Source: an optimization exercise on an open RTL-to-GDS flow (aim: a short achievable clock period and few clock cycles). Production flows keep margins and buffers that such runs may drop.
Only simulation tests tie the RTL to the original design; equivalence was not proved.

the reference run:
Design ARM, start of the top module:
module ARM(
    input clk,
    input rst,
    output [31:0] imem_addr,
    input [31:0] imem_data,
    output [31:0] dmem_addr,
    output [31:0] dmem_wdata,
    output dmem_we,
    input [31:0] dmem_rdata
);
Size: ~6900 cells after synthesis, ~980 flip-flops, ~160 I/O pins, about 61000 µm² of cells after synthesis.
clock: 11.0 ns
lec_check: 0
abc_clock_period_in_ps: 3000
cap_margin: 20
core_margin: 2
core_utilization: 40
slew_margin: 20
tns_end_percent: 100
standard.sh (not shown) runs the stock make flow with config.mk's settings and CLKGATE_MAP_FILE= SYNTH_SCRIPT=/design/flow/synth_recipe.tcl, a recipe that flattens the netlist after the stock synthesis.
==> flow/flow/run.sh <==
#!/bin/bash
# The standard layout (the standard.sh), with timing repair aiming for
# setup slack well beyond the 11 ns clock so that the achieved period shrinks.
set -uo pipefail
bash standard.sh SETUP_SLACK_MARGIN=7.5 finish > standard_flow.log 2>&1
Testbench counts of the reference run, summed over its fixed seeds: cycles 78,028.
#### Input delta (the trial run over the reference run)
diff --git a/flow/design.v b/flow/design.v
--- a/flow/design.v
+++ b/flow/design.v
@@ -184,26 +184,28 @@
 wire [31:0] i_op2 = i_useimm ? i_imm : (i_shift ? sh : id_m);
 wire i_cin1  = i_op == 4'b0010 || i_op == 4'b1010;
 wire [31:0] id_a_nold = d_mh_a ? m_res : (d_wh_a ? w_q : d_a);
 wire i_invb  = i_cin1 || i_op == 4'b0110;
 wire i_arith = i_invb || i_op == 4'b0100 || i_op == 4'b0101;
 wire e_hit_n = e_valid && e_wb && e_rd == i_rn;
 wire e_hit_m = e_valid && e_wb && e_rd == i_rm;
 wire e_hit_d = e_valid && e_wb && e_rd == i_rd;
-wire stall = d_valid && ((e_ld && ((i_use_n && e_hit_n) || (i_use_m && e_hit_m) ||
-                                   (i_use_d && e_hit_d))) ||
-                         (i_shift && (e_hit_m || (m_ld && d_mh_m))));
+wire stall = d_valid && ((cond_pass && ((e_ld && ((i_use_n && e_hit_n) || (i_use_m && e_hit_m) ||
+                                                  (i_use_d && e_hit_d))) ||
+                                        (i_shift && e_hit_m))) ||
+                         (i_shift && m_ld && d_mh_m));
 wire e_wr = e_go && e_wb;
 wire [31:0] pc4 = pc + 32'd4;
 wire [31:0] f_ins = imem_data;
 wire        f_b = f_ins[27:26] == 2'b10 && !f_ins[24];
 wire [31:0] f_tgt;
-ks_add #(32) tgt_add (.a(pc4), .b({{6{f_ins[23]}}, f_ins[23:0], 2'b00}), .cin(1'b0),
-                      .s(f_tgt), .cout());
+ks_add #(30) tgt_add (.a(pc[31:2]), .b({{6{f_ins[23]}}, f_ins[23:0]}), .cin(1'b1),
+                      .s(f_tgt[31:2]), .cout());
+assign f_tgt[1:0] = pc[1:0];
 wire        f_pred = f_b && (f_ins[31:29] == 3'b111 || f_ins[23]);
 wire [3:0]  f_rn = f_ins[19:16];
 wire [3:0]  f_rd = f_ins[15:12];
 wire [3:0]  f_rm = f_ins[3:0];
 assign imem_addr = pc;
 wire [31:0] pc_seq = f_pred ? f_tgt : pc4;
 wire [31:0] pc_alt = mispredict ? e_alt : (id_redirect ? (d_pred ? d_pc4 : i_tgt) : pc);
 wire        pc_use_alt = mispredict || id_redirect || stall;
==> summary.txt <==
The trial run finished every step from synthesis to the final layout, and the layout passed the timing, DRC and antenna checks. For the reference run, the capturing instance or port of the critical path was pc[31], unlike the trial run, where it was pc[28]. The clock transition at the registers of the reported paths on the reference run is in line with that on the trial run. Arrival time of data at the critical path endpoint ended up 0.09 ns lower on the trial run than on the reference run. Of the trial run and the reference run, it is the trial run that has the higher share of the core filled with cells in the final layout. The reference run -> the trial run: clock network latency to the later pin of the worst-skew pair flat. [compare] base=the reference run new=the trial run: placed cell area essentially unchanged; via count of the first global-routing pass increased by 0.75% relative to the old numbers; routed via count closely matched the old numbers; area after synthesis fell 190 µm².
Testbench counts of the trial run, summed over its fixed seeds: cycles 77,837.

ARM, a different RTL version from the one above (not shown whole).
For scale: ~160 I/O pins, ~0.060 sq mm of cells after synthesis.
==> flow/config.mk <==
export PLATFORM = sky130hd
export DESIGN_NAME = ARM
export DESIGN_NICKNAME = ARM
export VERILOG_FILES = /design/flow/design.v
export SDC_FILE = /design/flow/constraint.sdc
export NUM_CORES = 4
export LEC_CHECK = 0
export ABC_CLOCK_PERIOD_IN_PS = 3000
export CAP_MARGIN = 20
export CORE_MARGIN = 2
export CORE_UTILIZATION = 40
export SLEW_MARGIN = 20
export TNS_END_PERCENT = 100
==> flow/constraint.sdc <==
create_clock -name core_clock -period 11.0 [get_ports {clk}]
set_input_delay 2.2000 -clock core_clock [delete_from_list [all_inputs] [get_ports {clk}]]
set_output_delay 2.2000 -clock core_clock [all_outputs]
set_load 0.01 [all_outputs]
Scripts as last shown in full above: flow/flow/run.sh
Testbench counts at the start, summed over its fixed seeds: cycles 77,837.
Edit:
--- a/flow/design.v
+++ b/flow/design.v
@@ -124,23 +124,23 @@
         4'h6: id_cond = c_v;
         4'h7: id_cond = !c_v;
         4'h8: id_cond = c_c && !c_z;
         4'h9: id_cond = !c_c || c_z;
         4'hA: id_cond = c_n == c_v;
         4'hB: id_cond = c_n != c_v;
         4'hC: id_cond = !c_z && (c_n == c_v);
         4'hD: id_cond = c_z || (c_n != c_v);
         default: id_cond = 1'b1;
     endcase
 end
-wire id_known = !e_setsf || (d_ins[31:29] == 3'b000 && e_zk) || d_ins[31:29] == 3'b111;
+wire id_known = !e_setsf || (d_ins[31:29] == 3'b000 && e_zk);
 wire id_isb   = d_valid && d_ins[27:26] == 2'b10 && !d_ins[24];
 wire id_redirect = id_isb && id_known && (id_cond != d_pred);
 wire id_pred = (id_isb && id_known) ? id_cond : d_pred;
 wire e_take = e_go && e_b;
 wire mispredict = e_valid && e_b && (e_take != e_pred);
 wire [3:0] i_cond = d_ins[31:28];
 wire [1:0] i_mode = d_ins[27:26];
 wire       i_I    = d_ins[25];
 wire [3:0] i_op   = d_ins[24:21];
 wire       i_S    = d_ins[20];
 wire [3:0] i_rn   = d_ins[19:16];
@@ -181,40 +181,34 @@
         default: sh = sh_in >> i_shamt;
     endcase
 end
 wire [31:0] i_op2 = i_useimm ? i_imm : (i_shift ? sh : id_m);
 wire i_cin1  = i_op == 4'b0010 || i_op == 4'b1010;
 wire [31:0] id_a_nold = d_mh_a ? m_res : (d_wh_a ? w_q : d_a);
 wire i_invb  = i_cin1 || i_op == 4'b0110;
 wire i_arith = i_invb || i_op == 4'b0100 || i_op == 4'b0101;
 wire e_hit_n = e_valid && e_wb && e_rd == i_rn;
 wire e_hit_m = e_valid && e_wb && e_rd == i_rm;
 wire e_hit_d = e_valid && e_wb && e_rd == i_rd;
-wire stall = d_valid && ((cond_pass && ((e_ld && ((i_use_n && e_hit_n) || (i_use_m && e_hit_m) ||
-                                                  (i_use_d && e_hit_d))) ||
-                                        (i_shift && e_hit_m))) ||
-                         (i_shift && m_ld && d_mh_m));
+wire stall = d_valid && ((e_ld && ((i_use_n && e_hit_n) || (i_use_m && e_hit_m) ||
+                                   (i_use_d && e_hit_d))) ||
+                         (i_shift && (e_hit_m || (m_ld && d_mh_m))));
 wire e_wr = e_go && e_wb;
 wire [31:0] pc4 = pc + 32'd4;
 wire [31:0] f_ins = imem_data;
 wire        f_b = f_ins[27:26] == 2'b10 && !f_ins[24];
-wire [10:0] f_lo;
-ks_add #(10) tgt_add (.a(pc[11:2]), .b(f_ins[9:0]), .cin(1'b1), .s(f_lo[9:0]), .cout(f_lo[10]));
-wire [19:0] pc_hi_p1, pc_hi_m1;
-ks_add #(20) hi_inc (.a(pc[31:12]), .b(20'h00000), .cin(1'b1), .s(pc_hi_p1), .cout());
-ks_add #(20) hi_dec (.a(pc[31:12]), .b(20'hfffff), .cin(1'b0), .s(pc_hi_m1), .cout());
-wire        f_neg = f_ins[23];
-wire        f_short = f_ins[23:10] == 14'h0000 || f_ins[23:10] == 14'h3fff;
-wire [19:0] f_hi = (f_lo[10] == f_neg) ? pc[31:12] : (f_lo[10] ? pc_hi_p1 : pc_hi_m1);
-wire [31:0] f_tgt = {f_hi, f_lo[9:0], pc[1:0]};
-wire        f_pred = f_b && f_short && (f_ins[31:29] == 3'b111 || f_ins[23]);
+wire [31:0] f_tgt;
+ks_add #(30) tgt_add (.a(pc[31:2]), .b({{6{f_ins[23]}}, f_ins[23:0]}), .cin(1'b1),
+                      .s(f_tgt[31:2]), .cout());
+assign f_tgt[1:0] = pc[1:0];
+wire        f_pred = f_b && (f_ins[31:29] == 3'b111 || f_ins[23]);
 wire [3:0]  f_rn = f_ins[19:16];
 wire [3:0]  f_rd = f_ins[15:12];
 wire [3:0]  f_rm = f_ins[3:0];
 assign imem_addr = pc;
 wire [31:0] pc_seq = f_pred ? f_tgt : pc4;
 wire [31:0] pc_alt = mispredict ? e_alt : (id_redirect ? (d_pred ? d_pc4 : i_tgt) : pc);
 wire        pc_use_alt = mispredict || id_redirect || stall;
 always @(posedge clk, posedge rst) begin
     if (rst) begin
         pc <= 32'b0;
     end else begin
The new run completed without violations.
Design area increases by 1.3%.
Core utilization went down by 0.53 points.
Routed wire length decreases by 1.4%.
Synthesized cell count went up by 1.2%.
Critical path depth grows by 6.
Worst setup slack gains 0.26 ns.
Testbench counts after the change, summed over its fixed seeds: cycles 78,028.

-- what the ideal ports hide --
How much do the figures lean on ideal ports? The routed layouts below were timed once more, with nothing changed but the port constraints. Step 1: set_driving_cell puts a clkbuf_16 on clk and a buf_2 on each other input, an assumption about the parent block. Step 2 times the ports against the registers' clock, not the clock port: input delays grow and output delays shrink by t, the midpoint of the rising clock arrivals with the driver on. a / b / c = ideal ports / drivers / drivers and shift; a / b = the first two.
run | shift t [ns] | slack for setup (ns) | hold WS [ns] | worst data-port slew with drivers (ns)
the reference run | 0.832 | 6.871 / 6.871 / 6.048 | 0.401 / 0.401 / 0.401 | 0.12
the trial run | 0.823 | 6.954 / 6.977 / 6.155 | 0.396 / 0.396 / 0.396 | 0.09
the first run of note 2 | 0.847 | 6.616 / 6.674 / 5.827 | 0.400 / 0.400 / 0.400 | 0.24
the second run of note 2 | 0.835 | 6.880 / 6.907 / 6.073 | 0.403 / 0.403 / 0.403 | 0.08
After both steps every run listed still meets setup and hold. The setup slack of the reference run, which loses most, moves by 0.000 ns with the drivers and by -0.823 ns with both steps.
